This is an optimization exercise on Yosys and OpenROAD, whose aim is small area and a short achievable clock period, not a production implementation. In this exercise RTL edits were held to simulation tests only and were not proved equivalent to the original.

==> flow/design.v, too long to show whole: its modules and the start of the top module <==
// module ntt_butterfly: 2003 lines
module ntt_butterfly
#(
    parameter REG_SIZE = 23
)
(
    input  wire                 clk,
    input  wire                 reset_n,
    input  wire                 zeroize,
    input  wire [2:0]           mode,
    input  wire                 accumulate,
    input  wire                 mlkem,
    input  wire  [REG_SIZE-1:0] opu_i,
    input  wire  [REG_SIZE-1:0] opv_i,
    input  wire  [REG_SIZE-1:0] opw_i,
    output logic [REG_SIZE-1:0] u_o,
    output logic [REG_SIZE-1:0] v_o,
    output logic [REG_SIZE-1:0] pwm_res_o,
    output logic [REG_SIZE-1:0] pairwm_mul_red_o
);
  // ...
==> flow/run.sh <==
#!/bin/bash
# synth_recipe.tcl (not shown) runs the flow's synth.tcl, then flattens the netlist and writes it again
# the make line also repeats each setting of config.mk as NAME=value (left out here)
make -C /OpenROAD-flow-scripts/flow DESIGN_CONFIG=/design/flow/config.mk WORK_HOME=/design/flow/orfs CLKGATE_MAP_FILE= SYNTH_SCRIPT=/design/flow/synth_recipe.tcl finish
==> flow/config.mk <==
export PLATFORM = sky130hd
export DESIGN_NAME = ntt_butterfly
export DESIGN_NICKNAME = ntt_butterfly
export VERILOG_FILES = /design/flow/design.v
export SDC_FILE = /design/flow/constraint.sdc
export NUM_CORES = 4
export LEC_CHECK = 0
export ABC_AREA = 1
export CAP_MARGIN = 25
export CORE_MARGIN = 2
export CORE_UTILIZATION = 40
export SETUP_SLACK_MARGIN = 5
export SLEW_MARGIN = 30
==> flow/constraint.sdc <==
create_clock -name core_clock -period 13.0 [get_ports {clk}]
set_input_delay 2.6000 -clock core_clock [delete_from_list [all_inputs] [get_ports {clk}]]
set_output_delay 2.6000 -clock core_clock [all_outputs]
set_load 0.01 [all_outputs]
==> results.sh, run 1 <==
export IMPL_status="complete, no violations"
export IMPL_met2_length_mm=74.7
export IMPL_placed_area_um2=42600
export IMPL_cp_top_family="simple AND/OR/NAND/NOR gates"
export IMPL_comb_multi_input_count=4168
export IMPL_syn_area_um2=39700
export IMPL_synth_seq_area_share_pct=12.9
export IMPL_fillers=10300
export IMPL_fin_skew_ps=45.0
export IMPL_rows=115
export IMPL_largest_reg_flops=26
export IMPL_synthMuxAreaShare_pct=0.0535
export IMPL_clk_latency_ps=610
export IMPL_antenna_found_initial=7
export IMPL_grt_util_met3_pct=6.36
export IMPL_clockBufferDepth=3
export IMPL_synth_adder_area_share_pct=26.6
export IMPL_worst_pin_slew_ps=1040
export IMPL_netlist_top_cell_by_area="fa_1"
export IMPL_cp_required_ps=10400
export IMPL_whs_ps=481
export IMPL_synth_most_common_cell="inv_1"
export IMPL_dr_wl_met3_mm=16.2
export IMPL_cp_arrival_ps=5230
export IMPL_highest_layer="met5"
==> run 2: changes to the inputs <==
--- a/flow/design.v
+++ b/flow/design.v
@@ -30,28 +30,31 @@
         end
     end
     wire m_ct  = (mode_r == CT);
     wire m_gs  = (mode_r == GS);
     wire m_pwm = (mode_r == PWM);
     wire m_pwa = (mode_r == PWA);
     wire m_pws = (mode_r == PWS);
     wire [24:0] q1  = mlkem_r ? 25'd3329 : 25'd8380417;
-    wire [22:0] hq  = mlkem_r ? 23'd1665 : 23'd4190209;        
     wire [24:0] qn  = mlkem_r ? (25'h1000000 - 25'd3329 + 25'h1000000) : (25'h1000000 - 25'd8380417 + 25'h1000000);
     logic [22:0] c_d, red;
     wire         share = m_ct | m_pwm;
     wire [22:0]  ax = share ? c_d : opu_i;
     wire [22:0]  ay = share ? red : opv_i;
-    wire [24:0] s_a = {2'b0, ax} + {2'b0, ay};                  
-    wire [24:0] s_m = {2'b0, ax} + {2'b0, ay} + qn;             
-    wire [24:0] d_a = {2'b0, ax} + {2'b11, ~ay} + 25'd1;        
-    wire [24:0] d_p = {2'b0, ax} + {2'b11, ~ay} + 25'd1 + q1;   
-    wire [22:0] addm = s_m[24] ? s_a[22:0] : s_m[22:0];        
-    wire [22:0] subm = d_a[24] ? d_p[22:0] : d_a[22:0];        
+    wire        p_odd = m_gs & (ax[0] ^ ay[0]);
+    wire [24:0] kq    = p_odd ? q1 : 25'd0;
+    wire [24:0] s_a   = {2'b0, ax} + {2'b0, ay} + kq;               
+    wire [24:0] s_x   = m_gs ? {1'b0, s_a[24:1]} : s_a;             
+    wire [24:0] s_m   = s_x + qn;                                   
+    wire [24:0] d_a   = {2'b0, ax} + {2'b11, ~ay} + 25'd1 + kq;     
+    wire [24:0] d_x   = m_gs ? {d_a[24], d_a[24:1]} : d_a;          
+    wire [22:0] d_p   = d_x[22:0] + q1[22:0];                       
+    wire [22:0] addm = s_m[24] ? s_x[22:0] : s_m[22:0];             
+    wire [22:0] subm = d_x[24] ? d_p : d_x[22:0];                   
     wire [22:0] a_n = m_ct ? opv_i : m_gs ? subm : opu_i;
     wire [22:0] b_n = (m_ct | m_gs) ? opw_i : opv_i;
     logic [22:0] c_n;
     always_comb begin
         case (mode_r)
             CT:      c_n = opu_i;
             GS:      c_n = addm;
             PWM:     c_n = opw_i;
@@ -1642,358 +1645,32 @@
         end else if (zeroize) begin
             t_s <= '0; t_c <= '0; c_d <= '0;
         end else begin
             t_s <= mlkem_r ? kem_s : dsa_s;
             t_c <= mlkem_r ? kem_c : dsa_c;
             c_d <= c_r;
         end
     end
-    wire cp1_0;
-    wire cp1_1;
-    wire cp1_2;
-    wire cp1_3;
-    wire cp1_4;
-    wire cp1_5;
-    wire cp1_6;
-    wire cp1_7;
-    wire cp1_8;
-    wire cp1_9;
-    wire cp1_10;
-    wire cp1_11;
-    wire cp1_12;
-    wire cp1_13;
-    wire cp1_14;
-    wire cp1_15;
-    wire cp1_16;
-    wire cp1_17;
-    wire cp1_18;
-    wire cp1_19;
-    wire cp1_20;
-    wire cp1_21;
-    wire cp1_22;
-    wire cp1_23;
-    wire cp1_24;
-    wire cp1_25;
-    wire cp1_26;
-    wire cp1_27;
-    wire cp1_28;
-    wire cp1_29;
-    wire cp1_30;
-    wire cp1_31;
-    wire cp1_32;
-    wire cp1_33;
-    wire cp1_34;
-    wire cp1_35;
-    wire cp1_36;
-    wire cp1_37;
-    wire cp1_38;
-    wire cp1_39;
-    wire cp1_40;
-    wire cp1_41;
-    wire cp1_42;
-    wire cp1_43;
-    wire cp1_44;
-    wire cp1_45;
-    wire cp1_46;
-    wire cp1_47;
-    wire cp1_48;
-    wire cp1_49;
-    wire cp1_50;
-    wire cp1_51;
-    wire cp1_52;
-    wire cp1_53;
-    assign cp1_0 = t_s[0] ^ t_c[0] ^ 1'b1;
-    assign cp1_1 = (t_s[0] & t_c[0]) | (t_s[0] & 1'b1) | (t_c[0] & 1'b1);
-    assign cp1_2 = t_s[1] ^ t_c[1] ^ 1'b0;
-    assign cp1_3 = (t_s[1] & t_c[1]) | (t_s[1] & 1'b0) | (t_c[1] & 1'b0);
-    assign cp1_4 = t_s[2] ^ t_c[2] ^ 1'b0;
-    assign cp1_5 = (t_s[2] & t_c[2]) | (t_s[2] & 1'b0) | (t_c[2] & 1'b0);
-    assign cp1_6 = t_s[3] ^ t_c[3] ^ 1'b0;
-    assign cp1_7 = (t_s[3] & t_c[3]) | (t_s[3] & 1'b0) | (t_c[3] & 1'b0);
-    assign cp1_8 = t_s[4] ^ t_c[4] ^ 1'b0;
-    assign cp1_9 = (t_s[4] & t_c[4]) | (t_s[4] & 1'b0) | (t_c[4] & 1'b0);
-    assign cp1_10 = t_s[5] ^ t_c[5] ^ 1'b0;
-    assign cp1_11 = (t_s[5] & t_c[5]) | (t_s[5] & 1'b0) | (t_c[5] & 1'b0);
-    assign cp1_12 = t_s[6] ^ t_c[6] ^ 1'b0;
-    assign cp1_13 = (t_s[6] & t_c[6]) | (t_s[6] & 1'b0) | (t_c[6] & 1'b0);
-    assign cp1_14 = t_s[7] ^ t_c[7] ^ 1'b0;
-    assign cp1_15 = (t_s[7] & t_c[7]) | (t_s[7] & 1'b0) | (t_c[7] & 1'b0);
-    assign cp1_16 = t_s[8] ^ t_c[8] ^ mlkem_r;
-    assign cp1_17 = (t_s[8] & t_c[8]) | (t_s[8] & mlkem_r) | (t_c[8] & mlkem_r);
-    assign cp1_18 = t_s[9] ^ t_c[9] ^ 1'b0;
-    assign cp1_19 = (t_s[9] & t_c[9]) | (t_s[9] & 1'b0) | (t_c[9] & 1'b0);
-    assign cp1_20 = t_s[10] ^ t_c[10] ^ mlkem_r;
-    assign cp1_21 = (t_s[10] & t_c[10]) | (t_s[10] & mlkem_r) | (t_c[10] & mlkem_r);
-    assign cp1_22 = t_s[11] ^ t_c[11] ^ mlkem_r;
-    assign cp1_23 = (t_s[11] & t_c[11]) | (t_s[11] & mlkem_r) | (t_c[11] & mlkem_r);
-    assign cp1_24 = t_s[12] ^ t_c[12] ^ 1'b0;
-    assign cp1_25 = (t_s[12] & t_c[12]) | (t_s[12] & 1'b0) | (t_c[12] & 1'b0);
-    assign cp1_26 = t_s[13] ^ t_c[13] ^ ~mlkem_r;
-    assign cp1_27 = (t_s[13] & t_c[13]) | (t_s[13] & ~mlkem_r) | (t_c[13] & ~mlkem_r);
-    assign cp1_28 = t_s[14] ^ t_c[14] ^ ~mlkem_r;
-    assign cp1_29 = (t_s[14] & t_c[14]) | (t_s[14] & ~mlkem_r) | (t_c[14] & ~mlkem_r);
-    assign cp1_30 = t_s[15] ^ t_c[15] ^ ~mlkem_r;
-    assign cp1_31 = (t_s[15] & t_c[15]) | (t_s[15] & ~mlkem_r) | (t_c[15] & ~mlkem_r);
-    assign cp1_32 = t_s[16] ^ t_c[16] ^ ~mlkem_r;
-    assign cp1_33 = (t_s[16] & t_c[16]) | (t_s[16] & ~mlkem_r) | (t_c[16] & ~mlkem_r);
-    assign cp1_34 = t_s[17] ^ t_c[17] ^ ~mlkem_r;
-    assign cp1_35 = (t_s[17] & t_c[17]) | (t_s[17] & ~mlkem_r) | (t_c[17] & ~mlkem_r);
-    assign cp1_36 = t_s[18] ^ t_c[18] ^ ~mlkem_r;
-    assign cp1_37 = (t_s[18] & t_c[18]) | (t_s[18] & ~mlkem_r) | (t_c[18] & ~mlkem_r);
-    assign cp1_38 = t_s[19] ^ t_c[19] ^ ~mlkem_r;
-    assign cp1_39 = (t_s[19] & t_c[19]) | (t_s[19] & ~mlkem_r) | (t_c[19] & ~mlkem_r);
-    assign cp1_40 = t_s[20] ^ t_c[20] ^ ~mlkem_r;
-    assign cp1_41 = (t_s[20] & t_c[20]) | (t_s[20] & ~mlkem_r) | (t_c[20] & ~mlkem_r);
-    assign cp1_42 = t_s[21] ^ t_c[21] ^ ~mlkem_r;
-    assign cp1_43 = (t_s[21] & t_c[21]) | (t_s[21] & ~mlkem_r) | (t_c[21] & ~mlkem_r);
-    assign cp1_44 = t_s[22] ^ t_c[22] ^ ~mlkem_r;
-    assign cp1_45 = (t_s[22] & t_c[22]) | (t_s[22] & ~mlkem_r) | (t_c[22] & ~mlkem_r);
-    assign cp1_46 = t_s[23] ^ t_c[23] ^ 1'b0;
-    assign cp1_47 = (t_s[23] & t_c[23]) | (t_s[23] & 1'b0) | (t_c[23] & 1'b0);
-    assign cp1_48 = t_s[24] ^ t_c[24] ^ 1'b0;
-    assign cp1_49 = (t_s[24] & t_c[24]) | (t_s[24] & 1'b0) | (t_c[24] & 1'b0);
-    assign cp1_50 = t_s[25] ^ t_c[25] ^ 1'b0;
-    assign cp1_51 = (t_s[25] & t_c[25]) | (t_s[25] & 1'b0) | (t_c[25] & 1'b0);
-    assign cp1_52 = t_s[26] ^ t_c[26] ^ 1'b0;
-    assign cp1_53 = (t_s[26] & t_c[26]) | (t_s[26] & 1'b0) | (t_c[26] & 1'b0);
-    wire [26:0] cp1 = {cp1_52, cp1_50, cp1_48, cp1_46, cp1_44, cp1_42, cp1_40, cp1_38, cp1_36, cp1_34, cp1_32, cp1_30, cp1_28, cp1_26, cp1_24, cp1_22, cp1_20, cp1_18, cp1_16, cp1_14, cp1_12, cp1_10, cp1_8, cp1_6, cp1_4, cp1_2, cp1_0} + {cp1_51, cp1_49, cp1_47, cp1_45, cp1_43, cp1_41, cp1_39, cp1_37, cp1_35, cp1_33, cp1_31, cp1_29, cp1_27, cp1_25, cp1_23, cp1_21, cp1_19, cp1_17, cp1_15, cp1_13, cp1_11, cp1_9, cp1_7, cp1_5, cp1_3, cp1_1, 1'b0};
-    wire cm1_0;
-    wire cm1_1;
-    wire cm1_2;
-    wire cm1_3;
-    wire cm1_4;
-    wire cm1_5;
-    wire cm1_6;
-    wire cm1_7;
-    wire cm1_8;
-    wire cm1_9;
-    wire cm1_10;
-    wire cm1_11;
-    wire cm1_12;
-    wire cm1_13;
-    wire cm1_14;
-    wire cm1_15;
-    wire cm1_16;
-    wire cm1_17;
-    wire cm1_18;
-    wire cm1_19;
-    wire cm1_20;
-    wire cm1_21;
-    wire cm1_22;
-    wire cm1_23;
-    wire cm1_24;
-    wire cm1_25;
-    wire cm1_26;
-    wire cm1_27;
-    wire cm1_28;
-    wire cm1_29;
-    wire cm1_30;
-    wire cm1_31;
-    wire cm1_32;
-    wire cm1_33;
-    wire cm1_34;
-    wire cm1_35;
-    wire cm1_36;
-    wire cm1_37;
-    wire cm1_38;
-    wire cm1_39;
-    wire cm1_40;
-    wire cm1_41;
-    wire cm1_42;
-    wire cm1_43;
-    wire cm1_44;
-    wire cm1_45;
-    wire cm1_46;
-    wire cm1_47;
-    wire cm1_48;
-    wire cm1_49;
-    wire cm1_50;
-    wire cm1_51;
-    wire cm1_52;
-    wire cm1_53;
-    assign cm1_0 = t_s[0] ^ t_c[0] ^ 1'b1;
-    assign cm1_1 = (t_s[0] & t_c[0]) | (t_s[0] & 1'b1) | (t_c[0] & 1'b1);
-    assign cm1_2 = t_s[1] ^ t_c[1] ^ 1'b1;
-    assign cm1_3 = (t_s[1] & t_c[1]) | (t_s[1] & 1'b1) | (t_c[1] & 1'b1);
-    assign cm1_4 = t_s[2] ^ t_c[2] ^ 1'b1;
-    assign cm1_5 = (t_s[2] & t_c[2]) | (t_s[2] & 1'b1) | (t_c[2] & 1'b1);
-    assign cm1_6 = t_s[3] ^ t_c[3] ^ 1'b1;
-    assign cm1_7 = (t_s[3] & t_c[3]) | (t_s[3] & 1'b1) | (t_c[3] & 1'b1);
-    assign cm1_8 = t_s[4] ^ t_c[4] ^ 1'b1;
-    assign cm1_9 = (t_s[4] & t_c[4]) | (t_s[4] & 1'b1) | (t_c[4] & 1'b1);
-    assign cm1_10 = t_s[5] ^ t_c[5] ^ 1'b1;
-    assign cm1_11 = (t_s[5] & t_c[5]) | (t_s[5] & 1'b1) | (t_c[5] & 1'b1);
-    assign cm1_12 = t_s[6] ^ t_c[6] ^ 1'b1;
-    assign cm1_13 = (t_s[6] & t_c[6]) | (t_s[6] & 1'b1) | (t_c[6] & 1'b1);
-    assign cm1_14 = t_s[7] ^ t_c[7] ^ 1'b1;
-    assign cm1_15 = (t_s[7] & t_c[7]) | (t_s[7] & 1'b1) | (t_c[7] & 1'b1);
-    assign cm1_16 = t_s[8] ^ t_c[8] ^ ~mlkem_r;
-    assign cm1_17 = (t_s[8] & t_c[8]) | (t_s[8] & ~mlkem_r) | (t_c[8] & ~mlkem_r);
-    assign cm1_18 = t_s[9] ^ t_c[9] ^ 1'b1;
-    assign cm1_19 = (t_s[9] & t_c[9]) | (t_s[9] & 1'b1) | (t_c[9] & 1'b1);
-    assign cm1_20 = t_s[10] ^ t_c[10] ^ ~mlkem_r;
-    assign cm1_21 = (t_s[10] & t_c[10]) | (t_s[10] & ~mlkem_r) | (t_c[10] & ~mlkem_r);
-    assign cm1_22 = t_s[11] ^ t_c[11] ^ ~mlkem_r;
-    assign cm1_23 = (t_s[11] & t_c[11]) | (t_s[11] & ~mlkem_r) | (t_c[11] & ~mlkem_r);
-    assign cm1_24 = t_s[12] ^ t_c[12] ^ 1'b1;
-    assign cm1_25 = (t_s[12] & t_c[12]) | (t_s[12] & 1'b1) | (t_c[12] & 1'b1);
-    assign cm1_26 = t_s[13] ^ t_c[13] ^ mlkem_r;
-    assign cm1_27 = (t_s[13] & t_c[13]) | (t_s[13] & mlkem_r) | (t_c[13] & mlkem_r);
-    assign cm1_28 = t_s[14] ^ t_c[14] ^ mlkem_r;
-    assign cm1_29 = (t_s[14] & t_c[14]) | (t_s[14] & mlkem_r) | (t_c[14] & mlkem_r);
-    assign cm1_30 = t_s[15] ^ t_c[15] ^ mlkem_r;
-    assign cm1_31 = (t_s[15] & t_c[15]) | (t_s[15] & mlkem_r) | (t_c[15] & mlkem_r);
-    assign cm1_32 = t_s[16] ^ t_c[16] ^ mlkem_r;
-    assign cm1_33 = (t_s[16] & t_c[16]) | (t_s[16] & mlkem_r) | (t_c[16] & mlkem_r);
-    assign cm1_34 = t_s[17] ^ t_c[17] ^ mlkem_r;
-    assign cm1_35 = (t_s[17] & t_c[17]) | (t_s[17] & mlkem_r) | (t_c[17] & mlkem_r);
-    assign cm1_36 = t_s[18] ^ t_c[18] ^ mlkem_r;
-    assign cm1_37 = (t_s[18] & t_c[18]) | (t_s[18] & mlkem_r) | (t_c[18] & mlkem_r);
-    assign cm1_38 = t_s[19] ^ t_c[19] ^ mlkem_r;
-    assign cm1_39 = (t_s[19] & t_c[19]) | (t_s[19] & mlkem_r) | (t_c[19] & mlkem_r);
-    assign cm1_40 = t_s[20] ^ t_c[20] ^ mlkem_r;
-    assign cm1_41 = (t_s[20] & t_c[20]) | (t_s[20] & mlkem_r) | (t_c[20] & mlkem_r);
-    assign cm1_42 = t_s[21] ^ t_c[21] ^ mlkem_r;
-    assign cm1_43 = (t_s[21] & t_c[21]) | (t_s[21] & mlkem_r) | (t_c[21] & mlkem_r);
-    assign cm1_44 = t_s[22] ^ t_c[22] ^ mlkem_r;
-    assign cm1_45 = (t_s[22] & t_c[22]) | (t_s[22] & mlkem_r) | (t_c[22] & mlkem_r);
-    assign cm1_46 = t_s[23] ^ t_c[23] ^ 1'b1;
-    assign cm1_47 = (t_s[23] & t_c[23]) | (t_s[23] & 1'b1) | (t_c[23] & 1'b1);
-    assign cm1_48 = t_s[24] ^ t_c[24] ^ 1'b1;
-    assign cm1_49 = (t_s[24] & t_c[24]) | (t_s[24] & 1'b1) | (t_c[24] & 1'b1);
-    assign cm1_50 = t_s[25] ^ t_c[25] ^ 1'b1;
-    assign cm1_51 = (t_s[25] & t_c[25]) | (t_s[25] & 1'b1) | (t_c[25] & 1'b1);
-    assign cm1_52 = t_s[26] ^ t_c[26] ^ 1'b1;
-    assign cm1_53 = (t_s[26] & t_c[26]) | (t_s[26] & 1'b1) | (t_c[26] & 1'b1);
-    wire [26:0] cm1 = {cm1_52, cm1_50, cm1_48, cm1_46, cm1_44, cm1_42, cm1_40, cm1_38, cm1_36, cm1_34, cm1_32, cm1_30, cm1_28, cm1_26, cm1_24, cm1_22, cm1_20, cm1_18, cm1_16, cm1_14, cm1_12, cm1_10, cm1_8, cm1_6, cm1_4, cm1_2, cm1_0} + {cm1_51, cm1_49, cm1_47, cm1_45, cm1_43, cm1_41, cm1_39, cm1_37, cm1_35, cm1_33, cm1_31, cm1_29, cm1_27, cm1_25, cm1_23, cm1_21, cm1_19, cm1_17, cm1_15, cm1_13, cm1_11, cm1_9, cm1_7, cm1_5, cm1_3, cm1_1, 1'b0};
-    wire cm2_0;
-    wire cm2_1;
-    wire cm2_2;
-    wire cm2_3;
-    wire cm2_4;
-    wire cm2_5;
-    wire cm2_6;
-    wire cm2_7;
-    wire cm2_8;
-    wire cm2_9;
-    wire cm2_10;
-    wire cm2_11;
-    wire cm2_12;
-    wire cm2_13;
-    wire cm2_14;
-    wire cm2_15;
-    wire cm2_16;
-    wire cm2_17;
-    wire cm2_18;
-    wire cm2_19;
-    wire cm2_20;
-    wire cm2_21;
-    wire cm2_22;
-    wire cm2_23;
-    wire cm2_24;
-    wire cm2_25;
-    wire cm2_26;
-    wire cm2_27;
-    wire cm2_28;
-    wire cm2_29;
-    wire cm2_30;
-    wire cm2_31;
-    wire cm2_32;
-    wire cm2_33;
-    wire cm2_34;
-    wire cm2_35;
-    wire cm2_36;
-    wire cm2_37;
-    wire cm2_38;
-    wire cm2_39;
-    wire cm2_40;
-    wire cm2_41;
-    wire cm2_42;
-    wire cm2_43;
-    wire cm2_44;
-    wire cm2_45;
-    wire cm2_46;
-    wire cm2_47;
-    wire cm2_48;
-    wire cm2_49;
-    wire cm2_50;
-    wire cm2_51;
-    wire cm2_52;
-    wire cm2_53;
-    assign cm2_0 = t_s[0] ^ t_c[0] ^ 1'b0;
-    assign cm2_1 = (t_s[0] & t_c[0]) | (t_s[0] & 1'b0) | (t_c[0] & 1'b0);
-    assign cm2_2 = t_s[1] ^ t_c[1] ^ 1'b1;
-    assign cm2_3 = (t_s[1] & t_c[1]) | (t_s[1] & 1'b1) | (t_c[1] & 1'b1);
-    assign cm2_4 = t_s[2] ^ t_c[2] ^ 1'b1;
-    assign cm2_5 = (t_s[2] & t_c[2]) | (t_s[2] & 1'b1) | (t_c[2] & 1'b1);
-    assign cm2_6 = t_s[3] ^ t_c[3] ^ 1'b1;
-    assign cm2_7 = (t_s[3] & t_c[3]) | (t_s[3] & 1'b1) | (t_c[3] & 1'b1);
-    assign cm2_8 = t_s[4] ^ t_c[4] ^ 1'b1;
-    assign cm2_9 = (t_s[4] & t_c[4]) | (t_s[4] & 1'b1) | (t_c[4] & 1'b1);
-    assign cm2_10 = t_s[5] ^ t_c[5] ^ 1'b1;
-    assign cm2_11 = (t_s[5] & t_c[5]) | (t_s[5] & 1'b1) | (t_c[5] & 1'b1);
-    assign cm2_12 = t_s[6] ^ t_c[6] ^ 1'b1;
-    assign cm2_13 = (t_s[6] & t_c[6]) | (t_s[6] & 1'b1) | (t_c[6] & 1'b1);
-    assign cm2_14 = t_s[7] ^ t_c[7] ^ 1'b1;
-    assign cm2_15 = (t_s[7] & t_c[7]) | (t_s[7] & 1'b1) | (t_c[7] & 1'b1);
-    assign cm2_16 = t_s[8] ^ t_c[8] ^ 1'b1;
-    assign cm2_17 = (t_s[8] & t_c[8]) | (t_s[8] & 1'b1) | (t_c[8] & 1'b1);
-    assign cm2_18 = t_s[9] ^ t_c[9] ^ ~mlkem_r;
-    assign cm2_19 = (t_s[9] & t_c[9]) | (t_s[9] & ~mlkem_r) | (t_c[9] & ~mlkem_r);
-    assign cm2_20 = t_s[10] ^ t_c[10] ^ 1'b1;
-    assign cm2_21 = (t_s[10] & t_c[10]) | (t_s[10] & 1'b1) | (t_c[10] & 1'b1);
-    assign cm2_22 = t_s[11] ^ t_c[11] ^ ~mlkem_r;
-    assign cm2_23 = (t_s[11] & t_c[11]) | (t_s[11] & ~mlkem_r) | (t_c[11] & ~mlkem_r);
-    assign cm2_24 = t_s[12] ^ t_c[12] ^ ~mlkem_r;
-    assign cm2_25 = (t_s[12] & t_c[12]) | (t_s[12] & ~mlkem_r) | (t_c[12] & ~mlkem_r);
-    assign cm2_26 = t_s[13] ^ t_c[13] ^ 1'b1;
-    assign cm2_27 = (t_s[13] & t_c[13]) | (t_s[13] & 1'b1) | (t_c[13] & 1'b1);
-    assign cm2_28 = t_s[14] ^ t_c[14] ^ mlkem_r;
-    assign cm2_29 = (t_s[14] & t_c[14]) | (t_s[14] & mlkem_r) | (t_c[14] & mlkem_r);
-    assign cm2_30 = t_s[15] ^ t_c[15] ^ mlkem_r;
-    assign cm2_31 = (t_s[15] & t_c[15]) | (t_s[15] & mlkem_r) | (t_c[15] & mlkem_r);
-    assign cm2_32 = t_s[16] ^ t_c[16] ^ mlkem_r;
-    assign cm2_33 = (t_s[16] & t_c[16]) | (t_s[16] & mlkem_r) | (t_c[16] & mlkem_r);
-    assign cm2_34 = t_s[17] ^ t_c[17] ^ mlkem_r;
-    assign cm2_35 = (t_s[17] & t_c[17]) | (t_s[17] & mlkem_r) | (t_c[17] & mlkem_r);
-    assign cm2_36 = t_s[18] ^ t_c[18] ^ mlkem_r;
-    assign cm2_37 = (t_s[18] & t_c[18]) | (t_s[18] & mlkem_r) | (t_c[18] & mlkem_r);
-    assign cm2_38 = t_s[19] ^ t_c[19] ^ mlkem_r;
-    assign cm2_39 = (t_s[19] & t_c[19]) | (t_s[19] & mlkem_r) | (t_c[19] & mlkem_r);
-    assign cm2_40 = t_s[20] ^ t_c[20] ^ mlkem_r;
-    assign cm2_41 = (t_s[20] & t_c[20]) | (t_s[20] & mlkem_r) | (t_c[20] & mlkem_r);
-    assign cm2_42 = t_s[21] ^ t_c[21] ^ mlkem_r;
-    assign cm2_43 = (t_s[21] & t_c[21]) | (t_s[21] & mlkem_r) | (t_c[21] & mlkem_r);
-    assign cm2_44 = t_s[22] ^ t_c[22] ^ mlkem_r;
-    assign cm2_45 = (t_s[22] & t_c[22]) | (t_s[22] & mlkem_r) | (t_c[22] & mlkem_r);
-    assign cm2_46 = t_s[23] ^ t_c[23] ^ mlkem_r;
-    assign cm2_47 = (t_s[23] & t_c[23]) | (t_s[23] & mlkem_r) | (t_c[23] & mlkem_r);
-    assign cm2_48 = t_s[24] ^ t_c[24] ^ 1'b1;
-    assign cm2_49 = (t_s[24] & t_c[24]) | (t_s[24] & 1'b1) | (t_c[24] & 1'b1);
-    assign cm2_50 = t_s[25] ^ t_c[25] ^ 1'b1;
-    assign cm2_51 = (t_s[25] & t_c[25]) | (t_s[25] & 1'b1) | (t_c[25] & 1'b1);
-    assign cm2_52 = t_s[26] ^ t_c[26] ^ 1'b1;
-    assign cm2_53 = (t_s[26] & t_c[26]) | (t_s[26] & 1'b1) | (t_c[26] & 1'b1);
-    wire [26:0] cm2 = {cm2_52, cm2_50, cm2_48, cm2_46, cm2_44, cm2_42, cm2_40, cm2_38, cm2_36, cm2_34, cm2_32, cm2_30, cm2_28, cm2_26, cm2_24, cm2_22, cm2_20, cm2_18, cm2_16, cm2_14, cm2_12, cm2_10, cm2_8, cm2_6, cm2_4, cm2_2, cm2_0} + {cm2_51, cm2_49, cm2_47, cm2_45, cm2_43, cm2_41, cm2_39, cm2_37, cm2_35, cm2_33, cm2_31, cm2_29, cm2_27, cm2_25, cm2_23, cm2_21, cm2_19, cm2_17, cm2_15, cm2_13, cm2_11, cm2_9, cm2_7, cm2_5, cm2_3, cm2_1, 1'b0};
     wire [26:0] c00 = t_s + t_c;
+    wire [26:0] cp1 = c00 + {2'b0, q1};
+    wire [26:0] cm1 = c00 + {2'b11, qn};
+    wire [26:0] cm2 = c00 + (mlkem_r ? 27'h7FFE5FE : 27'h7003FFE);
     assign red = !cm2[26] ? cm2[22:0] :
                  !cm1[26] ? cm1[22:0] :
                  !c00[26] ? c00[22:0] : cp1[22:0];
-    wire [22:0] hc = {1'b0, c_d[22:1]} + (c_d[0] ? hq : 23'd0);
-    wire [22:0] hr = {1'b0, red[22:1]} + (red[0] ? hq : 23'd0);
     logic [22:0] uo_r, vo_r;
     always_ff @(posedge clk or negedge reset_n) begin
         if (!reset_n) begin
             uo_r <= '0; vo_r <= '0;
         end else if (zeroize) begin
             uo_r <= '0; vo_r <= '0;
         end else begin
-            uo_r <= m_gs ? hc : addm;
-            vo_r <= m_gs ? hr : subm;
+            uo_r <= m_gs ? c_d : addm;
+            vo_r <= m_gs ? red : subm;
         end
     end
     wire en_uv   = (mode == CT) || (mode == GS);
     wire en_c    = (mode == PWA) || (mode == PWS);
     wire en_acc  = (mode == PWM) && !mlkem &&  accumulate;
     wire en_red  = (mode == PWM) && !mlkem && !accumulate;
     wire en_pair = (mode == PAIRWM) && mlkem;
     assign u_o              = en_uv ? uo_r : '0;
==> flow/config.mk (replaced) <==
export PLATFORM = sky130hd
export DESIGN_NAME = ntt_butterfly
export DESIGN_NICKNAME = ntt_butterfly
export VERILOG_FILES = /design/flow/design.v
export SDC_FILE = /design/flow/constraint.sdc
export NUM_CORES = 4
export LEC_CHECK = 0
export CAP_MARGIN = 20
export CORE_MARGIN = 2
export CORE_UTILIZATION = 40
export SETUP_SLACK_MARGIN = 3.5
export SLEW_MARGIN = 20
==> run 2 against run 1 <==
Effect of this change: sequential cell count unchanged; clock-buffer cell count rose by 4; register-to-register slack worse by 2800 ps; core utilization grew 1.0 points; non-clock buffer count is 24 higher; global-route usage fell by 2.8 points; clock skew is 11 ps higher; via count fell by 15%; area after synthesis down 9.3%; maximum frequency decreased by 26%; hold slack improved by 23 ps; critical path type is now register to register.
==> results.sh, run 2 <==
export IMPL_status="complete, no violations"
export IMPL_grt_pass1_wl_mm=213
export IMPL_cts_sinks=205
export IMPL_layout_drive_gt1_share_pct=12.0
export IMPL_ys_seq_elements=205
export IMPL_slew_headroom_pct=27.2
export IMPL_hpwl_mm=107
export IMPL_dr_total_vias=34500
export IMPL_synth_top_flop_cell="dfrtp_1"
export IMPL_fin_skew_ps=56.5
export IMPL_areaGrowthSynthToFinish_pct=17.2
export IMPL_fin_util_pct=47.1
export IMPL_stdcell_count=5685
export IMPL_rows=110
export IMPL_drt_total_wl_mm=143
export IMPL_r2r_start="t_s[0]$_DFF_PN0_"
export IMPL_fp_dieW_um=304
export IMPL_design_area_um2=42200
export IMPL_critPathMaxStageDelay_ps=450
export IMPL_critPathKind="register to register"
export IMPL_cts_tree="yes"
export IMPL_cp_required_ps=13420
export IMPL_hold_buffers=0
export IMPL_fillers=8648
export IMPL_synth_most_common_cell="inv_1"
export IMPL_largest_reg_flops=26
export IMPL_first_iter_violations=3662
export IMPL_cp_arrival_ps=10930
export IMPL_syn_nets=5029
export IMPL_die_height_um=304
export IMPL_hold_class="register to register"
export IMPL_synth_edf_count=0
export IMPL_worstReg2RegEnd="c_r[5]$_DFF_PN0_"
export IMPL_pin_count=169
export IMPL_cts_root_buffer="clkbuf_16"
export IMPL_grtUsageTotal_pct=30.0
export IMPL_rsz0062_at_grt="yes"
export IMPL_clockBufferDepth=3
export IMPL_netlist_top_cell_by_area="fa_1"
export IMPL_yosys_top_cells_count="inv_1, xnor2_1, nor2_1"
export IMPL_synthTopCellsByArea="fa_1, dfrtp_1, ha_1, xnor2_1, a22oi_1"
export IMPL_worstSetupStartpointType="register"
export IMPL_crit_path_top_delay_cell="or4_4"
export IMPL_dr_pass1_iters=8
export IMPL_reg_largest_list="t_s x26, t_c x25"
export IMPL_hold_violations=0
export IMPL_overflow=0
export IMPL_h_tree_depth=1
export IMPL_antenna_found_initial=3
export IMPL_top_register="t_s"
export IMPL_maxCapViolations=0
export IMPL_route_antenna_remaining_nets=0
export IMPL_cp_startpoint="t_s[0]$_DFF_PN0_"
export IMPL_multiInputGateArea_um2=29600
export IMPL_finalCritPeriodShare_pct=80.8
export IMPL_nets=5158
export IMPL_synth_top_cell_area_share_pct=16.7
export IMPL_dpl_cell_count=5543
export IMPL_crit_path_end_kind="register"
export IMPL_cts_buffers=26
export IMPL_grt_max_degree=78
export IMPL_rr_worst_depth=50
export IMPL_drc=0
export IMPL_clk_latency_ps=590
export IMPL_placed_area_um2=39200
export IMPL_finalSetupViolCount=0
export IMPL_max_freq_mhz=95.2
export IMPL_layout_commonest_cell="inv_1"
export IMPL_yosysWarnings=2
export IMPL_period_minus_slack_ps=10510
export IMPL_crit_fanout=7
export IMPL_syn_area_per_cell_um2=8.27
export IMPL_worst_pin_slew_ps=1090
export IMPL_syn_area_um2=36000
export IMPL_reg2reg_slack_ps=2490
export IMPL_synth_seq_area_share_pct=14.2
export IMPL_mostFrequentLayoutCells="inv_1, xnor2_1, nor2_1, fa_1, a22oi_1"
export IMPL_start_util_pct=40.2
export IMPL_crit_end="c_r[5]$_DFF_PN0_"
export IMPL_clkSlewWorstSetupHoldPaths_ps=60
export IMPL_synth_cells=4360
export IMPL_core_area_um2=89600
export IMPL_final_max_slew_viol_count=0
export IMPL_async_flop_share_pct=100
export IMPL_die_area_um2=92500
export IMPL_wl_per_cell_um=25.2
export IMPL_first_global_vias=33400
export IMPL_place_gp_congestion=0.945
export IMPL_vias_per_cell=6.06
export IMPL_final_setup_tns_ps=0
export IMPL_numPortBuffers=168
export IMPL_netlist_cell_type_count=106
export IMPL_ff_latch_area_um2=5140
[run 2: cell count changes after synthesis, sizes merged, moves of 266 or more]
| cell | before | now |
|---|---|---|
| nand2 | 1049 | 269 |
| xnor2 | 51 | 378 |
| a22oi | 0 | 266 |
| xor2 | 389 | 84 |
| inv | 1131 | 475 |
| o22ai | 284 | 17 |
[run 2: worst max-delay path, delay by kind of cell, from the launching register on]
kind                       cells  cell delay, ps
AOI/OAI and AO/OA             19            3360
xor gates and xnor gates       3             400
adders and majority gates      6            1880
buffers and inverters          5             610
DFF                            1             360
muxes                          3             880
and+or+nand+nor               14            2900
[run 2: kinds of logic (layout without fill, tap and decap cells)]
logic type / after synthesis / after routing / share of synthesized area [%]
DFF: 205 / 205 / 14.2
and+or+nand+nor: 1073 / 1074 / 14.3
AOI/OAI and AO/OA: 1195 / 1195 / 23.1
adders and majority gates: 594 / 594 / 26.9
xor gates and xnor gates: 462 / 462 / 11.3
muxes: 84 / 84 / 2.41
buffers and inverters: 747 / 893 / 7.88
other: 0 / 2 / 0
[run 2: stage by stage]
stage	hold WS [ps]	setup WS, ps
after global routing	519	2080
after detailed placement	489	582
after floorplan	464	2620
after CTS	503	2620
final	505	2490
after global placement	482	985
[run 2: what timing repair did]
action,CTS,global route
setup endpoints to repair,129,118
resized for setup,159,111
cloned,2,0
setup buffers,68,21
pin swaps,80,76
[run 2: metal layers]
layer	wire [um]	share of wire [%]	vias up	GRT usage (%)
met2	61900	43	1815	45.1
met3	14600	10	335	6.63
met5	11	0.0077	-	0
li1	-	-	15300	-
met1	59700	42	17000	41.6
met4	6880	4.8	2	12.4
[run 2: final cells by class]
type / instances / area share, %
Sequential cell: 205 / 12.2
Multi-Input combinational cell: 3409 / 70.2
Timing Repair Buffer: 367 / 7.86
Tap cell: 1176 / 3.48
Clock buffer: 38 / 1.74
Antenna cell: 2 / 0.0118
Clock inverter: 8 / 0.290
Inverter: 480 / 4.29
[run 2: how the worst min path moves through the flow]
stage                             end  slack (ps)              start  cells past startpoint
CTS                  c_d[9]$_DFF_PN0_         500   c_r[9]$_DFF_PN0_                      1
detailed placement  c_d[10]$_DFF_PN0_         490  c_r[10]$_DFF_PN0_                      1
floorplan           c_d[10]$_DFF_PN0_         460  c_r[10]$_DFF_PN0_                      1
global placement     c_d[7]$_DFF_PN0_         480   c_r[7]$_DFF_PN0_                      1
finish              c_d[12]$_DFF_PN0_         500  c_r[12]$_DFF_PN0_                      1
global route        c_d[12]$_DFF_PN0_         520  c_r[12]$_DFF_PN0_                      1
==> run 3: changes to the inputs <==
--- a/flow/config.mk
+++ b/flow/config.mk
@@ -8,5 +8,5 @@
 export CAP_MARGIN = 20
 export CORE_MARGIN = 2
 export CORE_UTILIZATION = 40
-export SETUP_SLACK_MARGIN = 3.5
+export SETUP_SLACK_MARGIN = 5
 export SLEW_MARGIN = 20
==> run 3 against run 2 <==
Effect of this change: global-route usage grew 0.64 points; critical path type unchanged; hold slack lost 5.0 ps; core utilization grew 3.2 points; clock-buffer cell count shrank 9; highest routed layer is now met4; critical endpoint is now c_r[21]$_DFF_PN0_.
==> results.sh, run 3 <==
export IMPL_status="complete, no violations"
export IMPL_grt_pass1_wl_mm=217
export IMPL_finalSetupViolCount=0
export IMPL_ys_seq_elements=205
export IMPL_crit_path_top_delay_cell="fa_1"
export IMPL_placed_area_um2=39300
export IMPL_reg2reg_slack_ps=2320
export IMPL_grt_max_degree=82
export IMPL_yosys_top_cells_count="inv_1, xnor2_1, nor2_1"
export IMPL_netlist_top_cell_by_area="fa_1"
export IMPL_cp_arrival_ps=11190
export IMPL_numPortBuffers=168
export IMPL_final_max_slew_viol_count=0
export IMPL_clockBufferDepth=3
export IMPL_slew_headroom_pct=14.9
export IMPL_multiInputGateArea_um2=31000
export IMPL_dr_wl_met3_mm=16.2
export IMPL_cp_required_ps=13510
export IMPL_cts_buffers=25
export IMPL_hold_buffers=0
export IMPL_synthTopCellsByArea="fa_1, dfrtp_1, ha_1, xnor2_1, a22oi_1"
export IMPL_hpwl_mm=107
export IMPL_yosysWarnings=2
export IMPL_cts_sinks=205
export IMPL_syn_nets=5029
export IMPL_die_height_um=304
export IMPL_critPathKind="register to register"
export IMPL_synth_top_cell_area_share_pct=16.7
export IMPL_netlist_cell_type_count=106
export IMPL_core_area_um2=89600
export IMPL_dr_total_vias=35600
export IMPL_holdPathEnd="c_d[5]$_DFF_PN0_"
export IMPL_drc=0
export IMPL_critPathMaxStageDelay_ps=630
export IMPL_highest_layer="met4"
export IMPL_syn_area_um2=36000
export IMPL_place_gp_congestion=0.953
export IMPL_crit_fanout=6
export IMPL_route_antenna_remaining_nets=0
export IMPL_final_setup_tns_ps=0
export IMPL_crit_path_end_kind="register"
export IMPL_overflow=0
export IMPL_clk_latency_ps=590
export IMPL_fin_skew_ps=58.0
export IMPL_layout_commonest_cell="inv_1"
export IMPL_pin_count=169
export IMPL_grtUsageTotal_pct=30.6
export IMPL_layout_drive_gt1_share_pct=20.0
export IMPL_met1_length_mm=61.3
export IMPL_clkSlewWorstSetupHoldPaths_ps=70
export IMPL_cts_root_buffer="clkbuf_16"
export IMPL_synth_top_flop_cell="dfrtp_1"
export IMPL_hold_start="c_r[5]$_DFF_PN0_"
export IMPL_period_minus_slack_ps=10680
export IMPL_syn_area_per_cell_um2=8.27
export IMPL_rsz0062_at_grt="yes"
export IMPL_finalCritPeriodShare_pct=82.1
export IMPL_worst_pin_slew_ps=1280
export IMPL_mostFrequentLayoutCells="inv_1, xnor2_1, nor2_1, fa_1, a22oi_1"
export IMPL_areaGrowthSynthToFinish_pct=25.2
export IMPL_synth_seq_area_share_pct=14.2
export IMPL_vias_per_cell=6.10
export IMPL_min_path_cells=1
export IMPL_fillers=8366
export IMPL_dr_pass1_iters=8
export IMPL_h_tree_depth=1
export IMPL_met2_length_mm=64.3
export IMPL_synth_most_common_cell="inv_1"
export IMPL_worst_path_buf_inv=7
export IMPL_largest_reg_flops=26
export IMPL_die_area_um2=92500
export IMPL_top_register="t_s"
export IMPL_r2r_start="t_c[0]$_DFF_PN0_"
export IMPL_synth_edf_count=0
export IMPL_maxCapViolations=0
export IMPL_first_iter_violations=3909
export IMPL_ff_latch_area_um2=5170
export IMPL_fp_dieW_um=304
export IMPL_worstSetupStartpointType="register"
export IMPL_max_freq_mhz=93.7
export IMPL_drt_total_wl_mm=150
export IMPL_wl_per_cell_um=25.7
export IMPL_start_util_pct=40.2
export IMPL_hold_class="register to register"
export IMPL_design_area_um2=45100
export IMPL_reg_largest_list="t_s x26, t_c x25"
export IMPL_cp_top_family="compound AO/OA/AOI/OAI gates"
export IMPL_first_global_vias=33600
export IMPL_cts_tree="yes"
export IMPL_rr_worst_depth=51
export IMPL_antenna_found_initial=8
export IMPL_async_flop_share_pct=100
export IMPL_rows=110
export IMPL_hold_violations=0
export IMPL_worstReg2RegEnd="c_r[21]$_DFF_PN0_"
export IMPL_synth_cells=4360
export IMPL_nets=5300
## run 3: cell counts after synthesis
Identical to the previous run, type by type.
## run 3: final cells by class
cell class	instances	area share, %
Timing Repair Buffer	509	10.5
Clock buffer	29	1.51
Multi-Input combinational cell	3410	68.7
Tap cell	1176	3.26
Antenna cell	4	0.0222
Sequential cell	205	11.5
Clock inverter	17	0.446
Inverter	480	4.12
## run 3: through the flow
stage,setup slack [ps],hold WS (ps),util [%],instances
6_report,2320,500,50.4,5830
5_1_grt,1990,516,50.4,5828
4_1_cts,2640,497,47.8,5728
3_5_place_dp,661,492,43.8,5540
3_3_place_gp,900,474,43.8,5540
2_1_floorplan,2620,464,-,4360
## run 3: kinds of logic (layout without fill, tap and decap cells)
| kind of cell | Yosys count | after routing | share of synthesized area, % |
|---|---|---|---|
| buffers and inverters | 747 | 1035 | 7.88 |
| adders and majority gates | 594 | 594 | 26.9 |
| AOI/OAI and AO/OA | 1195 | 1195 | 23.1 |
| muxes | 84 | 84 | 2.41 |
| xor gates and xnor gates | 462 | 462 | 11.3 |
| DFF | 205 | 205 | 14.2 |
| and+or+nand+nor | 1073 | 1075 | 14.3 |
| other | 0 | 4 | 0 |
## run 3: worst max path at each step
stage | from | to | cells after the start
2_1_floorplan | t_s[0]$_DFF_PN0_ | c_r[3]$_DFF_PN0_ | 53
3_3_place_gp | t_s[0]$_DFF_PN0_ | uo_r[5]$_DFF_PN0_ | 46
5_1_grt | t_c[0]$_DFF_PN0_ | c_r[21]$_DFF_PN0_ | 51
3_5_place_dp | t_s[0]$_DFF_PN0_ | c_r[3]$_DFF_PN0_ | 46
6_report | t_c[0]$_DFF_PN0_ | c_r[21]$_DFF_PN0_ | 51
4_1_cts | t_c[0]$_DFF_PN0_ | uo_r[18]$_DFF_PN0_ | 52
## run 3: layer usage
layer / up-vias / track usage (%)
met5: - / 0
met3: 412 / 7.21
met4: 0 / 12.8
met1: 17500 / 42.1
met2: 2087 / 46.1
li1: 15600 / -
## run 3: timing repair
action | in CTS | in global routing
setup buffers | 139 | 97
pin swaps | 117 | 134
resized for setup | 496 | 377
gates cloned | 3 | 1
endpoints found under the hold margin | 0 | 0
setup endpoints to repair | 186 | 184

==> what the ideal ports hide <==
The flow's constraints put no driver on any port. The routed layouts listed below were extracted and timed again, unchanged, in two steps. Step 1, drivers: a clkbuf_16 drives clk and a buf_2 each remaining input, both assumed. Step 2, shift: input delay + t, output delay - t, t = (earliest + latest rising clock arrival at the registers) / 2. This alone moves slack from input paths to output paths. Three values: ideal ports, drivers, drivers and shift; two values: the first two.
| run | t (ns) | slack for setup (ns) | worst register clock-pin slew, ns | pins driven straight from the clock port |
|---|---|---|---|---|
| run 1 | 0.648 | 5.175 / 5.112 / 5.272 | 0.07 / 0.07 | 1 |
| run 2 | 0.633 | 2.492 / 2.492 / 2.492 | 0.07 / 0.07 | 1 |
| run 3 | 0.639 | 2.324 / 2.324 / 2.324 | 0.08 / 0.08 | 1 |
After both steps every run listed still meets setup and hold.
